Background: an optimization exercise with open tools, aiming at small area, a short achievable clock period and few clock cycles. Do not read the settings as production practice.
In this exercise RTL edits were held to simulation tests only and were not proved equivalent to the original.
Power figures rest on the tool's default switching activity, not on a simulated workload.

### flow/design.v
module add32sk(input [31:0] a, input [31:0] b, input cin, output [31:0] s, output co,
               output [31:0] p0, output [31:0] g0);
	assign p0 = a ^ b;
	assign g0 = a & b;
	wire [31:0] G [0:5];
	wire [31:0] P [0:5];
	assign G[0] = {g0[31:1], g0[0] | (p0[0] & cin)};
	assign P[0] = p0;
	genvar l, i;
	generate
		for (l = 0; l < 5; l = l + 1) begin : lv
			for (i = 0; i < 32; i = i + 1) begin : n
				if (i & (1 << l)) begin
					assign G[l+1][i] = G[l][i] | (P[l][i] & G[l][((i >> l) << l) - 1]);
					assign P[l+1][i] = P[l][i] & P[l][((i >> l) << l) - 1];
				end else begin
					assign G[l+1][i] = G[l][i];
					assign P[l+1][i] = P[l][i];
				end
			end
		end
	endgenerate
	wire [31:0] c = G[5];
	assign s = p0 ^ {c[30:0], cin};
	assign co = c[31];
endmodule
module mod(input wire clk, input wire reset, input [31:0] a, input [31:0] b,
           output [31:0] result, output reg done);
	reg [31:0] r;
	reg [4:0] cnt;
	reg start, busy;
	wire [4:0] pa, pb;
	msb32 ma(.x(a), .p(pa));
	msb32 mb(.x(b), .p(pb));
	wire [5:0] s = {1'b0, pa} - {1'b0, pb};
	wire pos = ~s[5] & (s[4:1] != 4'd0);	 
	wire [4:0] sh = start ? 5'd1 : cnt;
	wire [31:0] x = start ? a : r;
	wire [31:0] d1 = b << sh;
	wire [31:0] d0 = {1'b0, d1[31:1]};
	wire [31:0] t1, t0;
	wire nb1, nb0;
	add32sk sub1(.a(x), .b(~d1), .cin(1'b1), .s(t1), .co(nb1));
	add32sk sub0(.a(x), .b(~d0), .cin(1'b1), .s(t0), .co(nb0));
	wire last = (sh == 5'd0);
	wire [4:0] sh_m1 = sh - 5'd1;
	wire [4:0] sh_m2 = sh - 5'd2;
	wire two = ~last & ~nb1;
	wire fin = start ? (~pos & two) : (last | (two & (sh == 5'd1)));
	always @(posedge clk) begin
		if (reset) begin
			start <= 1'b1;
			busy <= 1'b0;
			done <= 1'b0;
		end else if (start | busy) begin
			start <= 1'b0;
			busy <= ~fin;
			done <= fin;
		end
	end
	always @(posedge clk) begin
		if (start) begin
			if (pos)
				r <= a;
			else if (nb1)
				r <= t1;
			else
				r <= t0;
			cnt <= pos ? s[4:0] : 5'd0;
		end else if (busy) begin
			if (nb1)
				r <= t1;
			else if (two & nb0)
				r <= t0;
			cnt <= two ? sh_m2 : sh_m1;
		end
	end
	assign result = r;
endmodule
module msb32(input [31:0] x, output [4:0] p);
	wire [15:0] v1; wire [15:0] p1;
	wire [7:0] v2; wire [15:0] p2;
	wire [3:0] v3; wire [11:0] p3;
	wire [1:0] v4; wire [7:0] p4;
	genvar i;
	generate
		for (i = 0; i < 16; i = i + 1) begin : l1
			assign v1[i] = x[2*i+1] | x[2*i];
			assign p1[i] = x[2*i+1];
		end
		for (i = 0; i < 8; i = i + 1) begin : l2
			assign v2[i] = v1[2*i+1] | v1[2*i];
			assign p2[2*i+1:2*i] = v1[2*i+1] ? {1'b1, p1[2*i+1]} : {1'b0, p1[2*i]};
		end
		for (i = 0; i < 4; i = i + 1) begin : l3
			assign v3[i] = v2[2*i+1] | v2[2*i];
			assign p3[3*i+2:3*i] = v2[2*i+1] ? {1'b1, p2[4*i+3:4*i+2]} : {1'b0, p2[4*i+1:4*i]};
		end
		for (i = 0; i < 2; i = i + 1) begin : l4
			assign v4[i] = v3[2*i+1] | v3[2*i];
			assign p4[4*i+3:4*i] = v3[2*i+1] ? {1'b1, p3[6*i+5:6*i+3]} : {1'b0, p3[6*i+2:6*i]};
		end
	endgenerate
	assign p = v4[1] ? {1'b1, p4[7:4]} : {1'b0, p4[3:0]};
endmodule
module alu(
	input wire clk,
	input wire reset,
	output reg [31:0] result,
	output done,
	input [2:0] sel,
	input [31:0] a,
	input [31:0] b
);
	wire sub = sel[2] & ~sel[0];
	wire [31:0] bx = b ^ {32{sub}};
	wire [31:0] s, p, g;
	wire co;
	add32sk add1(.a(a), .b(bx), .cin(sub), .s(s), .co(co), .p0(p), .g0(g));
	wire lt = (a[31] ^ b[31]) ? a[31] : s[31];
	wire [31:0] result_mod;
	mod mod1(.clk(clk), .reset(reset), .a(a), .b(b),
	         .result(result_mod), .done(done));
	always @(*) begin
		case (sel)
			3'd0: result = g;
			3'd1: result = g | p;
			3'd2: result = p;
			3'd3: result = ~(g | p);
			3'd4: result = {31'd0, lt};
			3'd7: result = result_mod;
			default: result = s;
		endcase
	end
endmodule
### flow/flow/run.sh
#!/bin/bash
# The standard layout, except that the port buffers are buf_2 cells: left to
# itself buffer_ports picks clkdlybuf4s50_1, a slow delay cell, for every port.
set -euo pipefail
bash standard.sh synth > make_synth.log 2>&1
bash standard.sh BUFFER_PORTS_ARGS="-buffer_cell sky130_fd_sc_hd__buf_2" finish > make_finish.log 2>&1
### flow/standard.sh
#!/bin/bash
# synth_recipe.tcl (not shown) runs the flow's synth.tcl, then flattens the netlist and writes it again
# the make line also repeats each setting of config.mk as NAME=value (left out here)
make -C /OpenROAD-flow-scripts/flow DESIGN_CONFIG=/design/flow/config.mk WORK_HOME=/design/flow/orfs CLKGATE_MAP_FILE= SYNTH_SCRIPT=/design/flow/synth_recipe.tcl "${@:-finish}"
### flow/config.mk
export PLATFORM = sky130hd
export DESIGN_NAME = alu
export DESIGN_NICKNAME = alu
export VERILOG_FILES = /design/flow/design.v
export SDC_FILE = /design/flow/constraint.sdc
export NUM_CORES = 4
export LEC_CHECK = 0
export CAP_MARGIN = 20
export CORE_MARGIN = 2
export CORE_UTILIZATION = 40
export SETUP_SLACK_MARGIN = 3.0
export SLEW_MARGIN = 20
export TNS_END_PERCENT = 20
### flow/constraint.sdc
create_clock -name core_clock -period 10.0 [get_ports {clk}]
set_input_delay 2.0000 -clock core_clock [delete_from_list [all_inputs] [get_ports {clk}]]
set_output_delay 2.0000 -clock core_clock [all_outputs]
set_load 0.01 [all_outputs]
==> impl_metrics.tcl, run 1 <==
set metrics [dict create \
    status "timing/DRC/antenna clean" \
    finalNonFillerCells 1870 \
    worstPathRequired_ns 8.00 \
    syn_area_per_cell_um2 7.48 \
    drv_cap 0 \
    grt_overflow 0 \
    hold_buffers 0 \
    drc_errors 0 \
    seq_area_frac_synth_pct 10.8 \
    synth-edff-count 37 \
    fp.dieW_um 168 \
    routedWlPerCell_um 21.6 \
    max-slew-margin-rel_pct 28.3 \
    max_stage_delay_ns 0.36 \
    fin_area_mm2 0.0124 \
    synth_area_leaders "ha_1, edfxtp_1, mux2i_1, a21oi_1, xnor2_1" \
    slowest_stage "fa_2" \
    hold_class "register to register" \
    synthesis.area_mm2 0.0108 \
    die_h_um 168 \
    critPathTopFamily "compound AO/OA/AOI/OAI gates" \
    worstHoldEndpoint "mod1.done" \
    fin_hold_ws_ns 0.502 \
    r2r-end "mod1.r[12]" \
    routed_wl_um 40400 \
    placed_cell_area_mm2 0.0116 \
    final_hold_viol_count 0 \
    period_needed_ns 7.06 \
    powerDensity_mw_per_mm2 282 \
    cp_cell_sequence "buf_12, clkinv_8, nand2_8, xnor2_4, inv_2, fa_2, nor2b_4, o2111ai_2, a21o_1, o31ai_4, a41oi_4, o311ai_4, a21oi_2, xor2_1, maj3_2, o21ai_2, buf_2" \
    cts-root-buf "clkbuf_16" \
    period_share_pct 70.6 \
    gp_congestion 0.938 \
    startpoint_type "primary input" \
    drive_gt1_share_pct 16.4 \
    fin_ws_ns 2.94 \
    cts_buffer_depth 2 \
    antenna_found_initial 2 \
    hold_start "mod1.done" \
    post_drt_via_cell_ratio 6.06 \
    synth_top_area_share_pct 15.3 \
    max_freq_mhz 142 \
    ys_ff_latch 40 \
    synth_ff_type "edfxtp_1" \
    ff2ff_setup_slack_ns 3.75 \
    rsz0062_at_grt "yes" \
    clk_latency_ns 0.31 \
    pre_cts_slack_ns 2.33 \
    coreArea_mm2 0.0267 \
    hpwl_um 31300 \
    syn_to_final_growth_pct 14.8 \
    track_usage_pct 27.9 \
    dr.pass1.iters 6 \
    r2r-start "mod1.cnt[1]" \
    critical_path_class "primary input to output pin" \
    async_reset_ff_share_pct 0 \
    reg2regPathDepth 20 \
    syn_inst 1445 \
    skew_ns 0.00909 \
    cts_buffers 5 \
    tightest_slew_ns 1.07 \
    setup_viol 0 \
    port_buffers 101 \
    yosys.area.top_type "ha_1" \
    path_depth 17 \
    timing.critical_path.to_type "output pin" \
    synthesis.nets 1662 \
    fin_tns_setup_ns 0 \
    die_area_mm2 0.0283 \
    p_leak_nw 5.61 \
    io_pins 102 \
    initial_core_util_pct 40.4 \
    worst-path-buf-inv 4 \
    cts_sinks 40 \
    grt_pass1_wl_um 61500 \
    fin_nets 1743 \
    first_global_vias 10532 \
    dp.cells 1823 \
    whs_path_depth 2 \
    drtIter0Drc 1148 \
    yosysWarnings 3 \
    num_rows 60 \
    ctsHtreeMaxLevel 2 \
    crit_arrival_ns 5.06 \
    cts_tree "yes" \
    grt_max_degree 71 \
    path_clk_slew_ns 0.06 \
    crit_fanout 7 \
    ir_drop_uv 125 \
    ant_nets 0 \
    vias 11329 \
    slew_violations 0 \
    yosysUniqueCellTypes 79 \
]
-- power breakdown --
| part | internal (mW) | total [mW] | switching (mW) |
|---|---|---|---|
| logic | 1.18 | 2.88 | 1.70 |
| registers | 0.347 | 0.442 | 0.0952 |
| clock network | 0.0920 | 0.168 | 0.0758 |
-- placed cells by master (no fill, tap or decap), drive strengths merged, types with 40 or more instances in the layout --
master,count
a21oi,147
buf,147
ha,132
inv,99
mux2i,95
nand2,109
nor2,133
o21ai,101
xnor2,68
xor2,40
-- through the flow --
step | power [mW] | utilization (%)
after floorplan | 2.54 | -
after global placement | 3.17 | 43.5
after detailed placement | 3.21 | 43.5
after CTS | 3.42 | 45.4
after global routing | 3.81 | 46.4
final | 3.49 | 46.4
-- worst max path at each step --
stage | startpoint | end | slack [ns]
after floorplan | sel[0] | result[0] | 3.00
after global placement | sel[0] | result[0] | 2.32
after detailed placement | sel[0] | result[0] | 2.33
after CTS | sel[0] | result[0] | 2.82
after global routing | sel[0] | result[1] | 2.86
final | sel[0] | result[0] | 2.94
-- cell usage after synthesis (5+ instances only) --
| master | n |
|---|---|
| a211oi_1 | 20 |
| a21o_1 | 38 |
| a21oi_1 | 147 |
| a22oi_1 | 11 |
| a31oi_1 | 29 |
| and2_1 | 8 |
| and3_1 | 10 |
| buf_1 | 13 |
| buf_2 | 7 |
| clkbuf_1 | 54 |
| edfxtp_1 | 37 |
| fa_1 | 16 |
| ha_1 | 132 |
| inv_1 | 99 |
| mux2_2 | 30 |
| mux2i_1 | 95 |
| nand2_1 | 107 |
| nand2b_1 | 14 |
| nand3_1 | 20 |
| nand4_1 | 9 |
| nor2_1 | 132 |
| nor2b_1 | 17 |
| nor3_1 | 24 |
| nor4_1 | 8 |
| o211ai_1 | 9 |
| o21a_1 | 13 |
| o21ai_0 | 91 |
| o21ai_1 | 9 |
| o21bai_1 | 13 |
| o221ai_1 | 12 |
| o22ai_1 | 18 |
| or2_2 | 5 |
| or3_1 | 12 |
| xnor2_1 | 68 |
| xor2_1 | 40 |
-- what timing repair did --
item / in CTS / in global routing
buffers inserted: 27 / 7
gates resized for setup: 19 / 43
setup endpoints to repair: 21 / 52
gates cloned: 3 / 0
pin swaps: 14 / 13
-- worst min-delay path: cells and delay by family (launching register included) --
family,cells,cell delay (ns)
DFF,1,0.32
and+or+nand+nor,2,0.14
-- cell families after synthesis --
logic type,after synthesis,synth area share (%)
AO/OA/AOI/OAI,465,27.5
AND/OR/NAND/NOR,382,16.3
buffers and inverters,175,6.26
adder cells (fa/ha/maj),149,18.4
multiplexers,126,12.0
XOR/XNOR,108,8.75
flip-flops,40,10.8
-- routing by layer --
layer | GRT usage, % | wire [um]
met5 | 0 | 0
met4 | 8.13 | 983
met2 | 44.8 | 18200
met3 | 2.40 | 2680
met1 | 39.9 | 18600
-- flip-flops by register name, summed over array words and instances (netlist names) --
register,count
mod1.start,1
mod1.r,32
mod1.busy,1
mod1.done,1
mod1.cnt,5
-- layout make-up --
class | count | area (um2)
Fill cell | 2716 | 14300
Multi-Input combinational cell | 1232 | 9340
Sequential cell | 40 | 1170
Timing Repair Buffer | 147 | 931
Tap cell | 341 | 427
Inverter | 99 | 384
Clock buffer | 6 | 129
Clock inverter | 2 | 11.3
Timing Repair inverter | 1 | 6.26
Antenna cell | 2 | 5.00
Testbench counts, summed over its fixed seeds: cycles 14,763.
==> run 2: changes to the inputs <==
--- a/flow/config.mk
+++ b/flow/config.mk
@@ -5,6 +5,7 @@
 export SDC_FILE = /design/flow/constraint.sdc
 export NUM_CORES = 4
 export LEC_CHECK = 0
+export ABC_AREA = 1
 export CAP_MARGIN = 20
 export CORE_MARGIN = 2
 export CORE_UTILIZATION = 40
==> impl_metrics.tcl, run 2 <==
set metrics [dict create \
    status "timing/DRC/antenna clean" \
    seqCellArea_mm2 0.00117 \
    ff2ff_setup_slack_ns 4.14 \
    port_buffers 101 \
    crit_fanout 5 \
    synth_ff_type "edfxtp_1" \
    cts_tree "yes" \
    p_leak_nw 7.02 \
    rsz0062_at_grt "no" \
    layout_common_cells "nand2_1, inv_1, nand3_1" \
    worst-path-buf-inv 6 \
    seq_area_frac_synth_pct 9.85 \
    yosys.area.top_type "nand2_1" \
    vias 13733 \
    yosysUniqueCellTypes 59 \
    max-slew-margin-rel_pct 30.5 \
    synthesis.area_mm2 0.0119 \
    slowest_stage "fa_1" \
    max_freq_mhz 146 \
    switching_share_pct 60.6 \
    synth_area_leaders "nand2_1, ha_1, inv_1, edfxtp_1, nand3_1" \
    synth_top_area_share_pct 19.1 \
    tightest_slew_ns 1.04 \
    syn_inst 2035 \
    die_h_um 176 \
    routedWlPerCell_um 19.7 \
    cts_buffers 5 \
    powerDensity_mw_per_mm2 310 \
    num_antenna_cells 0 \
    period_share_pct 68.5 \
    synthesis.nets 2252 \
    synth-edff-count 37 \
    yosysMostFrequentCell "nand2_1" \
    crit_arrival_ns 4.85 \
    multi_input_area_mm2 0.00915 \
    clk_latency_ns 0.30 \
    timing.critical_path.to_type "output pin" \
    reg_top3 "mod1.r: 32 flops, mod1.cnt: 5 flops" \
    startpoint_type "primary input" \
    post_drt_via_cell_ratio 5.52 \
    max_stage_delay_ns 0.42 \
    hold_class "register to register" \
    coreArea_mm2 0.0295 \
    initial_core_util_pct 40.3 \
    ys_ff_latch 40 \
    drv_cap 0 \
    grt_overflow 0 \
    grt_max_degree 63 \
    drtIter0Drc 1406 \
    power_switching_mw 2.44 \
    final_hold_viol_count 0 \
    syn_area_per_cell_um2 5.84 \
    num_rows 63 \
    cp_cell_sequence "clkbuf_4, clkinvlp_4, nor2_4, buf_4, xor2_1, fa_1, inv_1, nand3_1, nand2_1, nand2_1, nand2_2, nand2_1, nand2_4, inv_1, fa_1, xnor2_1, nor2_1, a31oi_1, buf_2" \
    hpwl_um 39900 \
    critical_path_class "primary input to output pin" \
    fill_cells 3244 \
    worstPathRequired_ns 8.00 \
    combPwrFrac_pct 85.4 \
    io_pins 102 \
    cts_buffer_depth 2 \
    gp_congestion 0.965 \
    ir_drop_uv 151 \
    ant_nets 0 \
    r2r-start "mod1.start" \
    setup_viol 0 \
    final_common_cell "nand2_1" \
    async_reset_ff_share_pct 0 \
    hold_start "mod1.done" \
    cts_sinks 40 \
    first_global_vias 12381 \
    p_int_mw 1.59 \
    ctsHtreeMaxLevel 2 \
    drc_errors 0 \
    hold_buffers 0 \
    whs_path_depth 2 \
    seq_power_share_pct 9.6 \
    die_area_mm2 0.0311 \
    clkPwrFrac_pct 5.0 \
    regMostFlops "mod1.r" \
    reg2regPathDepth 16 \
    path_clk_slew_ns 0.07 \
    synth_common_cells "nand2_1, inv_1, nand3_1" \
    cts-root-buf "clkbuf_16" \
    period_needed_ns 6.85 \
    fin_nets 2314 \
    antenna_found_initial 1 \
    dr.pass1.iters 6 \
    fp.dieW_um 176 \
    slew_violations 0 \
    r2r-end "mod1.r[23]" \
    skew_ns 0.00907 \
    syn_to_final_growth_pct 9.18 \
    yosysWarnings 3 \
    routed_wl_um 49100 \
    power_mw 4.03 \
    critPathTopFamily "simple AND/OR/NAND/NOR gates" \
    grt_pass1_wl_um 74200 \
    cpMostUsedCell "nand2_1" \
    worstHoldEndpoint "mod1.done" \
    largest_register_ffs 32 \
    track_usage_pct 31.2 \
    drive_gt1_share_pct 10.8 \
    fin_tns_setup_ns 0 \
]
run 2: area by class of cell:
| cell class | count | share of cell area (%) |
|---|---|---|
| multi-input cells | 1581 | 70.5 |
| inverters | 344 | 10.0 |
| flip-flops and latches | 40 | 9.03 |
| repair buffers | 124 | 5.36 |
| well taps | 390 | 3.76 |
| clock buffers | 5 | 0.964 |
| clock inverters | 3 | 0.357 |
| repair inverters | 1 | 0.0386 |
run 2: timing repair:
action                     in CTS  in global routing
pin swaps                       1                  5
buffers inserted                5                  8
cloned                          1                  0
setup endpoints to repair      27                 13
resized for setup               2                 19
run 2: per-layer routing:
layer | up-vias | wire length (um) | GRT usage (%)
met5 | - | 15 | 0
met4 | 2 | 2040 | 11.4
met3 | 102 | 3260 | 3.42
met2 | 568 | 21900 | 49.6
met1 | 6315 | 21900 | 43.4
li1 | 6746 | - | -
run 2: logic make-up (layout without fill, tap and decap cells):
logic type      Yosys count  after routing  synth area share [%]
simple gates            959            959                  34.7
fa+ha+maj               148            148                  16.6
xor+xnor                 55             55                  4.05
buf+inv                 414            477                  14.2
flops                    40             40                  9.85
compound gates          414            414                  20.2
mux                       5              5                 0.421
run 2: how the worst max path moves through the flow:
stage | from | end | slack [ns] | depth (start not counted)
after global placement | sel[2] | result[17] | 2.33 | 18
after global routing | sel[2] | result[17] | 3.00 | 20
after detailed placement | sel[2] | result[17] | 2.27 | 18
final | sel[2] | result[17] | 3.15 | 19
after floorplan | sel[2] | result[17] | 3.30 | 18
after CTS | sel[2] | result[17] | 3.01 | 18
run 2: per-stage QoR:
stage | cells | instance area, um2 | hold WS (ns) | utilization (%) | setup slack (ns)
after global placement | 2466 | 12600 | 0.503 | 42.7 | 2.33
after global routing | 2488 | 13000 | 0.555 | 44.0 | 3.00
after detailed placement | 2466 | 12600 | 0.510 | 42.7 | 2.27
final | 2488 | 13000 | 0.520 | 44.0 | 3.15
after floorplan | 2035 | 11900 | 0.536 | - | 3.30
after CTS | 2480 | 12800 | 0.522 | 43.5 | 3.01
run 2: power groups by stage:
stage                     clock network (mW)  registers [mW]  logic [mW]
after floorplan                            0           0.371        2.59
final                                  0.200           0.388        3.44
after detailed placement                   0           0.391        3.37
after global placement                     0           0.389        3.32
after CTS                              0.200           0.387        3.39
after global routing                   0.208           0.394        3.86
run 2: worst reg2reg max path, stage by stage (launching register included):
cell	delay (ns)
dfxtp_2	0.47
buf_4	0.35
nor2_1	0.71
inv_1	0.73
o21ai_0	0.94
ha_1	0.32
nand2_1	0.09
nor2_1	0.16
inv_1	0.13
nor2_1	0.24
inv_1	0.17
nor2_1	0.14
nand2_1	0.09
nand3_1	0.21
a21oi_1	0.13
a21oi_4	0.13
buf_4	0.45
==> run 3: changes to the inputs <==
--- a/flow/design.v
+++ b/flow/design.v
@@ -27,14 +27,14 @@
 module mod(input wire clk, input wire reset, input [31:0] a, input [31:0] b,
            output [31:0] result, output reg done);
 	reg [31:0] r;
-	reg [4:0] cnt;
+	reg [3:0] cnt;
 	reg start, busy;
 	wire [4:0] pa, pb;
 	msb32 ma(.x(a), .p(pa));
 	msb32 mb(.x(b), .p(pb));
 	wire [5:0] s = {1'b0, pa} - {1'b0, pb};
 	wire pos = ~s[5] & (s[4:1] != 4'd0);	 
-	wire [4:0] sh = start ? 5'd1 : cnt;
+	wire [3:0] sh = start ? 4'd1 : cnt;
 	wire [31:0] x = start ? a : r;
 	wire [31:0] d1 = b << sh;
 	wire [31:0] d0 = {1'b0, d1[31:1]};
@@ -42,11 +42,12 @@
 	wire nb1, nb0;
 	add32sk sub1(.a(x), .b(~d1), .cin(1'b1), .s(t1), .co(nb1));
 	add32sk sub0(.a(x), .b(~d0), .cin(1'b1), .s(t0), .co(nb0));
-	wire last = (sh == 5'd0);
-	wire [4:0] sh_m1 = sh - 5'd1;
-	wire [4:0] sh_m2 = sh - 5'd2;
+	wire last = (sh == 4'd0);
+	wire top = (sh == 4'd15);
+	wire [3:0] sh_m1 = sh - 4'd1;
+	wire [3:0] sh_m2 = sh - 4'd2;
 	wire two = ~last & ~nb1;
-	wire fin = start ? (~pos & two) : (last | (two & (sh == 5'd1)));
+	wire fin = start ? (~pos & two) : (last | (two & (sh == 4'd1)));
 	always @(posedge clk) begin
 		if (reset) begin
 			start <= 1'b1;
@@ -66,13 +67,13 @@
 				r <= t1;
 			else
 				r <= t0;
-			cnt <= pos ? s[4:0] : 5'd0;
+			cnt <= ~pos ? 4'd0 : s[4] ? 4'd15 : s[3:0];
 		end else if (busy) begin
 			if (nb1)
 				r <= t1;
 			else if (two & nb0)
 				r <= t0;
-			cnt <= two ? sh_m2 : sh_m1;
+			cnt <= two ? sh_m2 : top ? sh : sh_m1;
 		end
 	end
 	assign result = r;
--- a/flow/config.mk
+++ b/flow/config.mk
@@ -9,6 +9,6 @@
 export CAP_MARGIN = 20
 export CORE_MARGIN = 2
 export CORE_UTILIZATION = 40
-export SETUP_SLACK_MARGIN = 3.0
+export SETUP_SLACK_MARGIN = 2.0
 export SLEW_MARGIN = 20
 export TNS_END_PERCENT = 20
==> impl_metrics.tcl, run 3 <==
set metrics [dict create \
    status "timing/DRC/antenna clean" \
    grt_max_degree 66 \
    first_global_vias 11862 \
    vias 13074 \
    drive_gt1_share_pct 9.30 \
    yosysWarnings 3 \
    max_freq_mhz 132 \
    critical_path_class "primary input to output pin" \
    ant_nets 0 \
    reg_top3 "mod1.r: 32 flops, mod1.cnt: 4 flops" \
    synth-edff-count 36 \
    syn_inst 1944 \
    cts_buffers 5 \
    async_reset_ff_share_pct 0 \
    die_h_um 174 \
    syn_area_per_cell_um2 5.95 \
    fp.dieW_um 174 \
    layout_common_cells "nand2_1, inv_1, o21ai_0" \
    startpoint_type "primary input" \
    track_usage_pct 27.1 \
    final_common_cell "nand2_1" \
    timing.critical_path.to_type "output pin" \
    routed_wl_um 41800 \
    num_antenna_cells 0 \
    initial_core_util_pct 40.4 \
    synth_top_area_share_pct 17.3 \
    max_stage_delay_ns 0.49 \
    port_buffers 101 \
    antenna_found_initial 0 \
    p_leak_nw 6.73 \
    drc_errors 0 \
    cts_tree "yes" \
    skew_ns 0.00901 \
    fin_nets 2217 \
    cpMostUsedCell "nand2_1" \
    gp_congestion 0.937 \
    fill_cells 3179 \
    synth_area_leaders "nand2_1, ha_1, inv_1, edfxtp_1, o21ai_0" \
    grt_overflow 0 \
    tightest_slew_ns 0.949 \
    grt_pass1_wl_um 64900 \
    slew_violations 0 \
    slowest_stage "buf_4" \
    seq_area_frac_synth_pct 9.86 \
    coreArea_mm2 0.0286 \
    crit_arrival_ns 5.57 \
    drv_cap 0 \
    cp_cell_sequence "buf_2, inv_1, nor2_4, buf_4, inv_1, nand2_1, o21ai_0, fa_1, inv_1, nand3_1, nand2_1, nand2_1, nand2_1, nand2_1, nand2_2, inv_1, fa_1, xor2_1, o21ai_0, buf_2" \
    period_share_pct 75.7 \
    fin_util_pct 43.6 \
    synthesis.nets 2163 \
    period_needed_ns 7.57 \
    drtIter0Drc 1305 \
    crit_fanout 33 \
    fin_tns_setup_ns 0 \
    cts_sinks 39 \
    io_pins 102 \
    worstPathRequired_ns 8.00 \
    path_clk_slew_ns 0.06 \
    ctsHtreeMaxLevel 2 \
    synth_common_cells "nand2_1, inv_1, o21ai_0" \
    max-slew-margin-rel_pct 36.3 \
    die_area_mm2 0.0303 \
    ys_ff_latch 39 \
    cts_setup_buffers 0 \
    yosysMostFrequentCell "nand2_1" \
    hpwl_um 33800 \
    yosysUniqueCellTypes 58 \
    regMostFlops "mod1.r" \
    clk_latency_ns 0.30 \
    yosys.area.top_type "nand2_1" \
    post_drt_via_cell_ratio 5.49 \
    synth_ff_type "edfxtp_1" \
    largest_register_ffs 32 \
    cts-root-buf "clkbuf_16" \
    powerDensity_mw_per_mm2 297 \
    num_rows 62 \
    routedWlPerCell_um 17.5 \
    final_hold_viol_count 0 \
    setup_viol 0 \
    cts_buffer_depth 2 \
    syn_to_final_growth_pct 7.80 \
    ir_drop_uv 174 \
    synthesis.area_mm2 0.0116 \
    rsz0062_at_grt "no" \
    post_cts_resized 0 \
    dr.pass1.iters 6 \
    hold_class "register to register" \
    hold_buffers 0 \
]
==> run 3: layer usage <==
layer,vias up,part of all wire [%],track usage (%)
met5,-,0,0
met4,0,2.8,8.16
met3,70,7.9,3.08
met2,549,43,42.1
met1,6009,47,39.3
li1,6446,-,-
==> run 3: worst paths after layout <==
path | startpoint | to | slack [ns] | cells after the start
setup / recovery | sel[2] | result[17] | 2.43 | 20
hold / removal | mod1.done | mod1.done | 0.56 | 2
setup reg to reg | mod1.start | mod1.r[23] | 4.32 | 18
hold reg to reg | mod1.done | mod1.done | 0.56 | 2
==> run 3: layout make-up <==
class                      count  area [um2]  share of cell area [%]
inverter                     358        1340                    10.8
sequential                    39        1140                    9.16
clock buffer                   7         133                    1.06
tap                          384         480                    3.85
clock inverter                 1        5.00                  0.0401
multi-input combinational   1483        8770                    70.3
timing repair buffer         111         601                    4.82
==> run 3: worst max-delay path: cells and delay by family <==
| kind | cells | cell delay (ns) |
|---|---|---|
| buffers and inverters | 7 | 1.46 |
| and+or+nand+nor | 8 | 0.93 |
| adders and majority gates | 2 | 0.75 |
| AOI/OAI and AO/OA | 2 | 0.25 |
| xor gates and xnor gates | 1 | 0.16 |
==> run 3: power breakdown <==
group	internal, mW	total, mW	switching (mW)
sequential	0.332	0.365	0.0328
combinational	1.06	3.17	2.11
clock	0.0928	0.171	0.0782
total	1.49	3.70	2.22
==> run 3: stage by stage <==
| step | cells | setup WS [ns] | cell area [um2] | total power [mW] | hold WS (ns) |
|---|---|---|---|---|---|
| 3_5_place_dp | 2373 | 2.41 | 12300 | 3.47 | 0.543 |
| 5_1_grt | 2383 | 2.11 | 12500 | 4.15 | 0.599 |
| 2_1_floorplan | 1944 | 3.22 | 11600 | 2.76 | 0.558 |
| 4_1_cts | 2381 | 2.40 | 12400 | 3.66 | 0.560 |
| 6_report | 2383 | 2.43 | 12500 | 3.70 | 0.556 |
| 3_3_place_gp | 2373 | 2.47 | 12300 | 3.42 | 0.521 |
==> run 3: cell families (layout without fill, tap and decap cells) <==
| group | after synthesis | count (layout) | synth area share [%] |
|---|---|---|---|
| compound gates | 399 | 399 | 20.5 |
| simple gates | 856 | 856 | 31.8 |
| xor+xnor | 63 | 63 | 4.77 |
| fa+ha+maj | 150 | 150 | 17.3 |
| buf+inv | 422 | 477 | 14.6 |
| flops | 39 | 39 | 9.86 |
| mux | 15 | 15 | 1.30 |
Testbench counts of run 3, summed over its fixed seeds: cycles 14,763.
==> run 4: changes to the inputs <==
==> flow/config.mk (replaced) <==
export PLATFORM = sky130hd
export DESIGN_NAME = alu
export DESIGN_NICKNAME = alu
export VERILOG_FILES = /design/flow/design.v
export SDC_FILE = /design/flow/constraint.sdc
export NUM_CORES = 4
export LEC_CHECK = 0
export CAP_MARGIN = 20
export CORE_MARGIN = 2
export CORE_UTILIZATION = 55
export SETUP_SLACK_MARGIN = 3.0
export SLEW_MARGIN = 20
export TNS_END_PERCENT = 20
==> impl_metrics.tcl, run 4 <==
set metrics [dict create \
    async_reset_ff_share_pct 0 \
    cp_cell_sequence "buf_8, clkinvlp_4, buf_12, nand2_8, buf_4, nor2_1, a21oi_1, fa_1, nand2b_1, a21oi_2, o21ai_1, a21o_1, a21oi_2, o21ai_2, a211o_1, a31oi_4, mux2_4, nor2_4, buf_6" \
    first_global_vias 10092 \
    max-slew-margin-rel_pct 25.5 \
    routedWlPerCell_um 21.0 \
    period_needed_ns 7.22 \
    yosysMostFrequentCell "nor2_1" \
    hold_buffers 0 \
    ys_ff_latch 39 \
    synth_ff_type "edfxtp_1" \
    fin_nets 1753 \
    die_area_mm2 0.0208 \
    regMostFlops "mod1.r" \
    fin_util_pct 62.3 \
    max_freq_mhz 138 \
    slew_violations 0 \
    critical_path_class "primary input to output pin" \
    die_h_um 144 \
    max_stage_delay_ns 0.39 \
    coreArea_mm2 0.0194 \
    r2r-end "mod1.r[3]" \
    cts-root-buf "clkbuf_16" \
    yosysWarnings 3 \
    syn_area_per_cell_um2 7.37 \
    final_common_cell "nor2_1" \
    synthesis.nets 1687 \
    r2r-start "mod1.cnt[2]" \
    synth_top_area_share_pct 15.5 \
    post_drt_via_cell_ratio 6.19 \
    antenna_found_initial 0 \
    num_rows 51 \
    fp.dieW_um 144 \
    drive_gt1_share_pct 15.1 \
    final_hold_viol_count 0 \
    startpoint_type "primary input" \
    tightest_slew_ns 1.12 \
    grt_pass1_wl_um 57100 \
    cts_tree "yes" \
    grt_max_degree 77 \
    syn_inst 1468 \
    syn_to_final_growth_pct 11.7 \
    dp.cells 1769 \
    largest_register_ffs 32 \
    period_share_pct 72.2 \
    cpMostUsedCell "a21oi_2" \
    reg_top3 "mod1.r: 32 flops, mod1.cnt: 4 flops" \
    synth_common_cells "nor2_1, ha_1, a21oi_1" \
    num_antenna_cells 0 \
    skew_ns 0.00398 \
    setup_viol 0 \
    hpwl_um 29500 \
    ff2ff_setup_slack_ns 3.70 \
    clk_latency_ns 0.29 \
    finalNonFillerCells 1800 \
    ant_nets 0 \
    layout_common_cells "nor2_1, a21oi_1, ha_1" \
    drc_errors 0 \
    worstPathRequired_ns 8.00 \
    ctsHtreeMaxLevel 2 \
    synth_area_leaders "ha_1, edfxtp_1, mux2i_1, a21oi_1, xnor2_1" \
    critPathTopFamily "compound AO/OA/AOI/OAI gates" \
    crit_fanout 8 \
    worstHoldEndpoint "mod1.done" \
    rsz0062_at_grt "yes" \
    cts_sinks 39 \
    reg2regPathDepth 16 \
    powerDensity_mw_per_mm2 230 \
    slowest_stage "fa_1" \
    path_clk_slew_ns 0.06 \
    synth-edff-count 36 \
    synthesis.area_mm2 0.0108 \
    status "timing/DRC/antenna clean" \
    timing.critical_path.to_type "output pin" \
    hold_start "mod1.done" \
    yosys.area.top_type "ha_1" \
    vias 11148 \
    seq_area_frac_synth_pct 10.5 \
    cts_buffer_depth 2 \
    grt_overflow 0 \
    crit_arrival_ns 5.22 \
    cts_buffers 5 \
    track_usage_pct 35.9 \
    port_buffers 101 \
    gp_congestion 0.976 \
    routed_wl_um 37700 \
    dr.pass1.iters 7 \
    p_leak_nw 5.48 \
    drtIter0Drc 955 \
    io_pins 102 \
    yosysUniqueCellTypes 71 \
    worst-path-buf-inv 5 \
    fin_tns_setup_ns 0 \
    whs_path_depth 3 \
    drv_cap 0 \
    initial_core_util_pct 55.8 \
    ir_drop_uv 195 \
    hold_class "register to register" \
]
run 4: changes by cell type after synthesis, sizes merged, moves of 65 or more:
cell,change
nand2,-428
xnor2,+65
mux2i,+75
o21ai,-73
nand3,-118
inv,-250
run 4: logic make-up after synthesis:
| logic type | after synthesis | share of synthesized area (%) |
|---|---|---|
| adders and majority gates | 150 | 18.5 |
| AOI/OAI and AO/OA | 433 | 25.0 |
| and+or+nand+nor | 433 | 18.9 |
| xor gates and xnor gates | 105 | 8.50 |
| DFF | 39 | 10.5 |
| buffers and inverters | 183 | 6.68 |
| muxes | 125 | 12.0 |
run 4: layer usage:
layer	global-route usage (%)	part of all wire [%]	vias to the layer above
li1	-	-	5418
met1	53.8	47	5229
met2	55.9	43	458
met3	3.34	7.5	43
met4	7.87	1.8	0
met5	0	0	-
run 4: through the flow:
stage	total power, mW	area [um2]	hold slack, ns	setup slack, ns
finish	2.78	12100	0.659	2.78
global placement	2.50	11500	0.641	1.69
detailed placement	2.53	11500	0.651	1.64
CTS	2.72	12000	0.659	2.87
floorplan	2.00	11000	0.581	3.01
global route	3.04	12100	0.678	2.70
run 4: power by group:
part	switching, mW	total (mW)	internal [mW]
Sequential	0.0793	0.395	0.315
Combinational	1.30	2.23	0.923
Clock	0.0681	0.160	0.0922
Total	1.45	2.78	1.33
run 4: worst max path at each step:
| stage | start | endpoint | slack, ns | cells after the start |
|---|---|---|---|---|
| floorplan | sel[0] | result[0] | 3.01 | 17 |
| global placement | sel[0] | result[0] | 1.69 | 17 |
| detailed placement | sel[0] | result[0] | 1.64 | 17 |
| CTS | sel[0] | result[0] | 2.87 | 18 |
| global route | sel[0] | result[15] | 2.70 | 18 |
| finish | sel[0] | result[0] | 2.78 | 19 |
run 4: timing repair:
action	CTS	global route
pin swaps	14	0
setup buffers	17	1
resized for setup	30	2
gates cloned	3	1
endpoints found under the setup margin	29	47
run 4: final cells by class:
class / count / area, um2
fillers: 1897 / 7310
repair buffers: 129 / 796
multi-input cells: 1248 / 9250
clock buffers: 6 / 129
repair inverters: 2 / 10.0
inverters: 109 / 417
well taps: 265 / 332
flip-flops and latches: 39 / 1140
clock inverters: 2 / 12.5
run 4: worst register-to-register path, delay by kind of cell, from the launching register on:
| kind | cells | cell delay [ns] |
|---|---|---|
| muxes | 1 | 0.54 |
| DFF | 1 | 0.47 |
| adders and majority gates | 1 | 0.21 |
| and+or+nand+nor | 7 | 2.13 |
| buffers and inverters | 3 | 1.70 |
| AOI/OAI and AO/OA | 4 | 0.91 |
==> run 5: changes to the inputs <==
--- a/flow/config.mk
+++ b/flow/config.mk
@@ -7,7 +7,8 @@
 export LEC_CHECK = 0
 export CAP_MARGIN = 20
 export CORE_MARGIN = 2
-export CORE_UTILIZATION = 55
+export CORE_UTILIZATION = 40
+export PLACE_DENSITY = 0.5
 export SETUP_SLACK_MARGIN = 3.0
 export SLEW_MARGIN = 20
 export TNS_END_PERCENT = 20
==> impl_metrics.tcl, run 5 <==
set metrics [dict create \
    synth_top_area_share_pct 15.5 \
    whs_path_depth 3 \
    crit_fanout 7 \
    seq_area_frac_synth_pct 10.5 \
    layout_common_cells "nor2_1, a21oi_1, ha_1" \
    use_met2_pct 44.3 \
    tightest_slew_ns 1.09 \
    cp_cell_sequence "buf_8, inv_4, buf_12, nand2_8, buf_12, xnor2_4, inv_2, ha_4, o211a_1, o21ai_2, or3_1, a21o_1, a21oi_2, o21ai_2, a211o_1, a31oi_4, mux2_4, nor2_4, buf_6" \
    syn_inst 1468 \
    initial_core_util_pct 40.5 \
    async_reset_ff_share_pct 0 \
    period_share_pct 71.5 \
    drv_cap 0 \
    seqCellArea_mm2 0.00114 \
    routed_wl_um 41000 \
    antenna_found_initial 1 \
    startpoint_type "primary input" \
    grt.busiest_layer "met2" \
    final_hold_viol_count 0 \
    path_clk_slew_ns 0.07 \
    cts_sinks 39 \
    largest_register_ffs 32 \
    period_needed_ns 7.15 \
    drtIter0Drc 885 \
    routedWlPerCell_um 21.9 \
    grtUsageMet1_pct 42.6 \
    hold_class "register to register" \
    grt_max_degree 77 \
    num_rows 60 \
    track_usage_pct 28.2 \
    max-slew-margin-rel_pct 27.2 \
    final_common_cell "nor2_1" \
    slowest_stage "a211o_1" \
    post_drt_via_cell_ratio 5.88 \
    reg_top3 "mod1.r: 32 flops, mod1.cnt: 4 flops" \
    powerDensity_mw_per_mm2 235 \
    syn_area_per_cell_um2 7.37 \
    gp_congestion 0.918 \
    max_freq_mhz 140 \
    synth_ff_type "edfxtp_1" \
    port_buffers 101 \
    fin_hold_ws_ns 0.666 \
    cts_tree "yes" \
    fin_util_pct 45.8 \
    synth-edff-count 36 \
    yosys.area.top_type "ha_1" \
    max_stage_delay_ns 0.35 \
    die_area_mm2 0.0284 \
    slew_violations 0 \
    fill_cells 2800 \
    p_leak_nw 5.52 \
    grt_overflow 0 \
    hpwl_um 32700 \
    io_pins 102 \
    fin_nets 1752 \
    grt_pass1_wl_um 62100 \
    fin_tns_setup_ns 0 \
    regMostFlops "mod1.r" \
    synthesis.nets 1687 \
    cts-root-buf "clkbuf_16" \
    ctsHtreeMaxLevel 2 \
    coreArea_mm2 0.0267 \
    synthesis.area_mm2 0.0108 \
    crit_arrival_ns 5.15 \
    ir_drop_uv 118 \
    yosysUniqueCellTypes 71 \
    worstPathRequired_ns 8.00 \
    ant_nets 0 \
    critical_path_class "primary input to output pin" \
    setup_viol 0 \
    synth_common_cells "nor2_1, ha_1, a21oi_1" \
    dr.pass1.iters 5 \
    clk_latency_ns 0.29 \
    first_global_vias 10402 \
    drive_gt1_share_pct 15.2 \
    power_mw 2.88 \
    vias 11024 \
    rsz0062_at_grt "yes" \
    cts_buffers 5 \
    timing.critical_path.to_type "output pin" \
    syn_to_final_growth_pct 13.0 \
    cts_buffer_depth 2 \
    yosysMostFrequentCell "nor2_1" \
    synth_area_leaders "ha_1, edfxtp_1, mux2i_1, a21oi_1, xnor2_1" \
    ys_ff_latch 39 \
    die_h_um 168 \
    fp.dieW_um 168 \
    multi_input_area_mm2 0.00926 \
    reg2regPathDepth 22 \
    yosysWarnings 3 \
    skew_ns 0.00701 \
    drc_errors 0 \
    status "timing/DRC/antenna clean" \
    use_met3_pct 1.05 \
]
run 5: worst paths after layout:
kind                                  from          end  slack [ns]
worst min register to register   mod1.done    mod1.done        0.67
worst max register to register  mod1.start  mod1.cnt[1]        3.68
worst max-delay path                sel[0]    result[0]        2.85
worst min-delay path             mod1.done    mod1.done        0.67
run 5: stage by stage:
step | worst slack [ns] | area, um2 | std cells
final | 2.85 | 12200 | 1876
after global routing | 2.68 | 12200 | 1876
after CTS | 2.82 | 12200 | 1873
after detailed placement | 1.91 | 11700 | 1849
after global placement | 1.97 | 11700 | 1849
after floorplan | 3.01 | 11000 | 1468
run 5: kinds of logic after synthesis:
logic type | Yosys count | share of synthesized area (%)
compound gates | 433 | 25.0
xor+xnor | 105 | 8.50
fa+ha+maj | 150 | 18.5
buf+inv | 183 | 6.68
flops | 39 | 10.5
mux | 125 | 12.0
simple gates | 433 | 18.9
run 5: cell type report:
cell class / count / share of cell area, %
timing repair inverter: 1 / 0.0409
timing repair buffer: 129 / 6.41
clock inverter: 2 / 0.491
multi-input combinational: 1248 / 75.8
inverter: 109 / 3.40
clock buffer: 6 / 1.05
sequential: 39 / 9.34
antenna: 1 / 0.0205
tap: 341 / 3.49
run 5: power breakdown:
part / total, mW / switching [mW] / internal, mW / leakage (nW)
combinational: 2.27 / 1.34 / 0.923 / 5.05
clock: 0.218 / 0.0745 / 0.143 / 0.0911
sequential: 0.392 / 0.0766 / 0.315 / 0.381
run 5: what timing repair did:
action	in CTS	in global routing
endpoints found under the setup margin	28	68
resized for setup	35	3
setup buffers	13	1
pin swaps	15	1
hold buffers	0	0
cloned	3	1
run 5: metal layers:
metal	wire length, um	part of all wire [%]	vias up
li1	-	-	5409
met1	20400	50	5261
met2	17900	44	311
met3	1980	4.8	43
met4	731	1.8	0
met5	0	0	-
run 5: critical path: cells and delay by family:
family	cells	cell delay, ns
buffers and inverters	6	0.59
AO/OA/AOI/OAI	7	1.32
XOR/XNOR	1	0.14
adder cells (fa/ha/maj)	1	0.28
AND/OR/NAND/NOR	3	0.47
multiplexers	1	0.33
==> run 6: changes to the inputs <==
--- a/flow/config.mk
+++ b/flow/config.mk
@@ -8,7 +8,7 @@
 export CAP_MARGIN = 20
 export CORE_MARGIN = 2
 export CORE_UTILIZATION = 40
-export PLACE_DENSITY = 0.5
+export PLACE_DENSITY = 0.72
 export SETUP_SLACK_MARGIN = 3.0
 export SLEW_MARGIN = 20
 export TNS_END_PERCENT = 20
==> impl_metrics.tcl, run 6 <==
set metrics [dict create \
    worstPathRequired_ns 8.00 \
    track_usage_pct 26.3 \
    fin_tns_setup_ns 0 \
    cts_buffer_depth 2 \
    fin_util_pct 45.7 \
    num_antenna_cells 0 \
    grt_max_degree 77 \
    cpMostUsedCell "o21a_1" \
    drv_cap 0 \
    setup_viol 0 \
    synth-edff-count 36 \
    drive_gt1_share_pct 15.0 \
    largest_register_ffs 32 \
    path_clk_slew_ns 0.07 \
    yosysMostFrequentCell "nor2_1" \
    crit_fanout 6 \
    die_area_mm2 0.0284 \
    port_buffers 101 \
    async_reset_ff_share_pct 0 \
    reg_top3 "mod1.r: 32 flops, mod1.cnt: 4 flops" \
    fill_cells 2611 \
    grt_overflow 0 \
    ir_drop_uv 119 \
    yosysWarnings 3 \
    gp_congestion 0.942 \
    powerDensity_mw_per_mm2 228 \
    tightest_slew_ns 1.10 \
    critPathTopFamily "compound AO/OA/AOI/OAI gates" \
    syn_to_final_growth_pct 12.9 \
    hold_buffers 0 \
    worst-path-buf-inv 7 \
    layout_common_cells "nor2_1, a21oi_1, ha_1" \
    grt_pass1_wl_um 59500 \
    final_common_cell "nor2_1" \
    whs_path_depth 3 \
    post_drt_via_cell_ratio 6.15 \
    vias 11528 \
    period_needed_ns 7.24 \
    slowest_stage "a211oi_1" \
    cts_buffers 5 \
    crit_arrival_ns 5.24 \
    p_leak_nw 5.53 \
    startpoint_type "primary input" \
    synth_top_area_share_pct 15.5 \
    skew_ns 0.00684 \
    cts_tree "yes" \
    timing.critical_path.to_type "output pin" \
    num_rows 60 \
    drc_errors 0 \
    wl_met1_um 15800 \
    wl_met2_um 17800 \
    ant_nets 0 \
    syn_inst 1468 \
    max_stage_delay_ns 0.36 \
    synth_area_leaders "ha_1, edfxtp_1, mux2i_1, a21oi_1, xnor2_1" \
    hpwl_um 29700 \
    cp_cell_sequence "buf_8, inv_6, buf_12, nand2_8, buf_12, xnor2_4, inv_2, ha_4, a21o_1, nand3_1, a21oi_1, a211oi_1, a21oi_2, buf_4, o21a_1, o21a_1, o21a_1, o21a_1, o31ai_1, buf_2" \
    finalNonFillerCells 1875 \
    seq_area_frac_synth_pct 10.5 \
    critical_path_class "primary input to output pin" \
    status "timing/DRC/antenna clean" \
    dp.cells 1846 \
    clk_latency_ns 0.29 \
    fp.dieW_um 168 \
    io_pins 102 \
    reg2regPathDepth 18 \
    ctsHtreeMaxLevel 2 \
    period_share_pct 72.4 \
    syn_area_per_cell_um2 7.37 \
    dr.pass1.iters 6 \
    cts-root-buf "clkbuf_16" \
    cts_sinks 39 \
    power_mw 2.78 \
    fin_nets 1752 \
    routed_wl_um 38300 \
    synth_ff_type "edfxtp_1" \
    slew_violations 0 \
    coreArea_mm2 0.0267 \
    synthesis.area_mm2 0.0108 \
    die_h_um 168 \
    yosysUniqueCellTypes 71 \
    synth_common_cells "nor2_1, ha_1, a21oi_1" \
    final_hold_viol_count 0 \
    regMostFlops "mod1.r" \
    rsz0062_at_grt "yes" \
    yosys.area.top_type "ha_1" \
    wl_met3_um 3110 \
    path_depth 20 \
    max-slew-margin-rel_pct 26.3 \
    top_layer "met4" \
    ys_ff_latch 39 \
    routedWlPerCell_um 20.4 \
    max_freq_mhz 138 \
    hold_class "register to register" \
    synthesis.nets 1687 \
    antenna_found_initial 0 \
    first_global_vias 10991 \
    drtIter0Drc 1189 \
    initial_core_util_pct 40.5 \
]
run 6: cell counts after synthesis:
Identical to the previous run, type by type.
run 6: area by class of cell:
class                   count  area, um2  share of cell area [%]
well taps                 341        427                    3.49
flip-flops and latches     39       1140                    9.35
clock buffers               6        129                    1.05
clock inverters             2       60.1                   0.492
repair buffers            130        812                    6.65
multi-input cells        1248       9240                    75.6
inverters                 109        414                    3.39
run 6: repair_timing:
action	in CTS	in global routing
pin swaps	13	5
setup buffers	12	5
gates cloned	3	0
setup endpoints to repair	26	19
resized for setup	24	10
run 6: worst reg2reg max path: stages (launching register included):
cell	delay, ns
edfxtp_1	0.44
nor2b_1	0.81
clkinv_1	1.06
nand2_1	0.57
nor2_1	0.16
ha_1	0.22
inv_1	0.07
fa_1	0.21
a211oi_1	0.10
nor4_1	0.30
nor2_1	0.16
a2111o_1	0.47
a21oi_1	0.24
o31ai_1	0.12
nand2b_2	0.15
buf_4	0.50
nor2_1	0.18
a211oi_1	0.42
a21oi_1	0.07
run 6: power by group:
part / switching, mW / internal (mW) / leakage (nW)
sequential: 0.0700 / 0.315 / 0.381
clock: 0.0756 / 0.144 / 0.0911
combinational: 1.25 / 0.924 / 5.06
run 6: path summary, 6_finish.rpt:
kind	slack [ns]	from	end
setup / recovery	2.76	sel[0]	result[23]
hold / removal	0.63	mod1.busy	mod1.busy
setup reg to reg	3.50	mod1.cnt[2]	mod1.r[6]
hold reg to reg	0.63	mod1.busy	mod1.busy
run 6: stage by stage:
step	area [um2]	setup WS, ns	hold slack, ns
after CTS	12100	2.87	0.637
after detailed placement	11600	1.97	0.625
after global placement	11600	2.08	0.616
final	12200	2.76	0.634
after floorplan	11000	3.01	0.581
after global routing	12200	2.66	0.684
run 6: kinds of logic after synthesis:
family,after synthesis,synth area share [%]
flops,39,10.5
simple gates,433,18.9
fa+ha+maj,150,18.5
xor+xnor,105,8.50
buf+inv,183,6.68
compound gates,433,25.0
mux,125,12.0
run 6: per-layer routing:
metal / GRT usage (%) / vias up
met2: 44.7 / 565
met5: 0 / -
li1: - / 5417
met1: 34.3 / 5426
met3: 2.45 / 120
met4: 10.5 / 0
==> run 7: changes to the inputs <==
--- a/flow/config.mk
+++ b/flow/config.mk
@@ -8,7 +8,6 @@
 export CAP_MARGIN = 20
 export CORE_MARGIN = 2
 export CORE_UTILIZATION = 40
-export PLACE_DENSITY = 0.72
 export SETUP_SLACK_MARGIN = 3.0
 export SLEW_MARGIN = 20
 export TNS_END_PERCENT = 20
==> impl_metrics.tcl, run 7 <==
set metrics [dict create \
    syn_area_per_cell_um2 7.37 \
    whs_path_depth 3 \
    track_usage_pct 26.9 \
    synth_top_area_share_pct 15.5 \
    period_share_pct 71.4 \
    fin_tns_setup_ns 0 \
    max-slew-margin-rel_pct 25.0 \
    r2r-end "mod1.r[14]" \
    syn_to_final_growth_pct 13.4 \
    post_drt_via_cell_ratio 5.98 \
    crit_arrival_ns 5.14 \
    power_mw 2.81 \
    powerDensity_mw_per_mm2 229 \
    skew_ns 0.0138 \
    die_area_mm2 0.0284 \
    cts_sinks 39 \
    timing.critical_path.to_type "output pin" \
    clk_latency_ns 0.30 \
    yosysUniqueCellTypes 71 \
    yosysMostFrequentCell "nor2_1" \
    rsz0062_at_grt "yes" \
    status "timing/DRC/antenna clean" \
    yosys.area.top_type "ha_1" \
    p_leak_nw 5.53 \
    routedWlPerCell_um 20.8 \
    fin_hold_ws_ns 0.672 \
    antenna_found_initial 2 \
    synthAdderAreaFrac_pct 18.5 \
    drive_gt1_share_pct 16.0 \
    tightest_slew_ns 1.12 \
    reg_top3 "mod1.r: 32 flops, mod1.cnt: 4 flops" \
    setup_viol 0 \
    regMostFlops "mod1.r" \
    seqCellArea_mm2 0.00114 \
    dr.pass1.iters 5 \
    synth_xor_area_share_pct 8.50 \
    synth_top_family_by_area "compound AO/OA/AOI/OAI gates" \
    hold_class "register to register" \
    final_hold_viol_count 0 \
    ant_nets 0 \
    layout_common_cells "nor2_1, a21oi_1, nand2_1" \
    multi_input_area_mm2 0.00934 \
    placed_cell_area_mm2 0.0117 \
    path_clk_slew_ns 0.08 \
    routed_wl_um 39000 \
    grt_overflow 0 \
    cts_tree "yes" \
    fp.dieW_um 168 \
    num_rows 60 \
    ys_ff_latch 39 \
    yosys.area_share.simple_pct 18.9 \
    final_common_cell "nor2_1" \
    ctsHtreeMaxLevel 2 \
    period_needed_ns 7.14 \
    synth_area_leaders "ha_1, edfxtp_1, mux2i_1, a21oi_1, xnor2_1" \
    cts_buffers 5 \
    worstHoldEndpoint "mod1.done" \
    grt_pass1_wl_um 60100 \
    ff2ff_setup_slack_ns 3.40 \
    ir_drop_uv 91.4 \
    fin_nets 1752 \
    fin_util_pct 45.9 \
    coreArea_mm2 0.0267 \
    cts-root-buf "clkbuf_16" \
    seq_area_frac_synth_pct 10.5 \
    cts_buffer_depth 2 \
    worstPathRequired_ns 8.00 \
    fill_cells 2729 \
    reg2regPathDepth 18 \
    io_pins 102 \
    hold_start "mod1.done" \
    async_reset_ff_share_pct 0 \
    critical_path_class "primary input to output pin" \
    synth_ff_type "edfxtp_1" \
    synthesis.nets 1687 \
    drtIter0Drc 974 \
    max_freq_mhz 140 \
    hpwl_um 30700 \
    initial_core_util_pct 40.5 \
    synth_common_cells "nor2_1, ha_1, a21oi_1" \
    startpoint_type "primary input" \
    first_global_vias 10642 \
    grt_max_degree 77 \
    vias 11229 \
    largest_register_ffs 32 \
    fin_area_mm2 0.0123 \
    synth-edff-count 36 \
    port_buffers 101 \
    synthesis.area_mm2 0.0108 \
    crit_fanout 7 \
    gp_congestion 0.947 \
    r2r-start "mod1.start" \
    slew_violations 0 \
    syn_inst 1468 \
    synth_compound_area_share_pct 25.0 \
    yosysWarnings 3 \
    die_h_um 168 \
    drc_errors 0 \
    synthMuxAreaShare_pct 12.0 \
    drv_cap 0 \
]
[run 7: logic make-up (layout without fill, tap and decap cells)]
logic type                 after synthesis  after routing
DFF                                     39             39
adders and majority gates              150            150
other                                    0              2
xor gates and xnor gates               105            105
AOI/OAI and AO/OA                      433            433
muxes                                  125            125
and+or+nand+nor                        433            434
buffers and inverters                  183            248
[run 7: per-stage QoR]
stage / instances / worst slack, ns
after CTS: 1874 / 2.94
after detailed placement: 1848 / 2.19
after floorplan: 1468 / 3.01
after global placement: 1848 / 2.28
after global routing: 1877 / 2.74
final: 1877 / 2.86
[run 7: final cells by class]
| type | count | area share, % |
|---|---|---|
| antenna | 2 | 0.0408 |
| clock buffer | 5 | 1.02 |
| clock inverter | 3 | 0.357 |
| inverter | 109 | 3.37 |
| multi-input combinational | 1247 | 76.1 |
| sequential | 39 | 9.31 |
| tap | 341 | 3.48 |
| timing repair buffer | 131 | 6.31 |
[run 7: what timing repair did]
item,CTS,global route
cloned,1,0
buffers inserted,17,1
gates resized for setup,31,18
hold buffers,0,0
pin swaps,14,6
setup endpoints to repair,23,23
[run 7: worst max path at each step]
stage	slack, ns	cells past startpoint	startpoint	end
floorplan	3.01	17	sel[0]	result[0]
global placement	2.28	17	sel[0]	result[0]
detailed placement	2.19	17	sel[0]	result[0]
CTS	2.94	18	sel[0]	result[31]
global route	2.74	18	sel[0]	result[31]
finish	2.86	18	sel[0]	result[0]
[run 7: report_power, final]
part | internal (mW) | switching [mW] | total [mW]
clock network | 0.118 | 0.0768 | 0.195
logic | 0.927 | 1.30 | 2.23
registers | 0.314 | 0.0727 | 0.387
total | 1.36 | 1.45 | 2.81
[run 7: layer usage]
metal  share of wire [%]  up-vias  GRT usage (%)  routed length (um)
met5                   0        -              0                   0
met4                 3.4        0           9.37                1340
met3                 6.8       66           1.73                2660
met2                  45      424           43.4               17400
met1                  45     5317           38.0               17600
li1                    -     5422              -                   -
[run 7: critical path, cell delays in order]
cell,delay [ns]
buf_6,0.10
clkinvlp_4,0.10
nand2_8,0.10
buf_12,0.17
xnor2_4,0.17
inv_2,0.06
ha_4,0.27
o211a_1,0.17
o21ai_2,0.07
or3_1,0.33
a21o_1,0.21
a21oi_2,0.19
o21ai_2,0.10
a211o_1,0.34
a31oi_4,0.23
mux2_4,0.34
nor2_4,0.08
buf_6,0.10

what the ideal ports hide:
The flow's constraints put no driver on any port. The routed layouts listed below were extracted and timed again, unchanged, in two steps. Step 1 (the two cells are an assumption about what drives the block):
set clk [get_ports {clk}]
set_driving_cell -lib_cell sky130_fd_sc_hd__clkbuf_16 $clk
set_driving_cell -lib_cell sky130_fd_sc_hd__buf_2 [delete_from_list [all_inputs] $clk]
Step 2 also shifts input and output timing later by t, the mid clock arrival at the registers, as if the neighbouring blocks saw the same clock. a / b / c = no drivers / after step 1 / after step 2; a / b = the first two.
| run | shift t [ns] | setup WS [ns] | cell pins on the clock port's net |
|---|---|---|---|
| run 1 | 0.344 | 2.939 / 2.889 / 2.889 | 1 |
| run 2 | 0.347 | 3.150 / 3.125 / 3.125 | 1 |
| run 3 | 0.347 | 2.432 / 2.408 / 2.408 | 1 |
| run 4 | 0.324 | 2.777 / 2.737 / 2.737 | 1 |
| run 5 | 0.328 | 2.851 / 2.811 / 2.811 | 1 |
| run 6 | 0.332 | 2.765 / 2.721 / 2.721 | 1 |
| run 7 | 0.333 | 2.860 / 2.826 / 2.826 | 1 |
After both steps setup and hold are still met in every run listed. For run 1, which loses most, drivers alone change the setup slack by -0.050 ns; drivers and shift together by -0.050 ns.
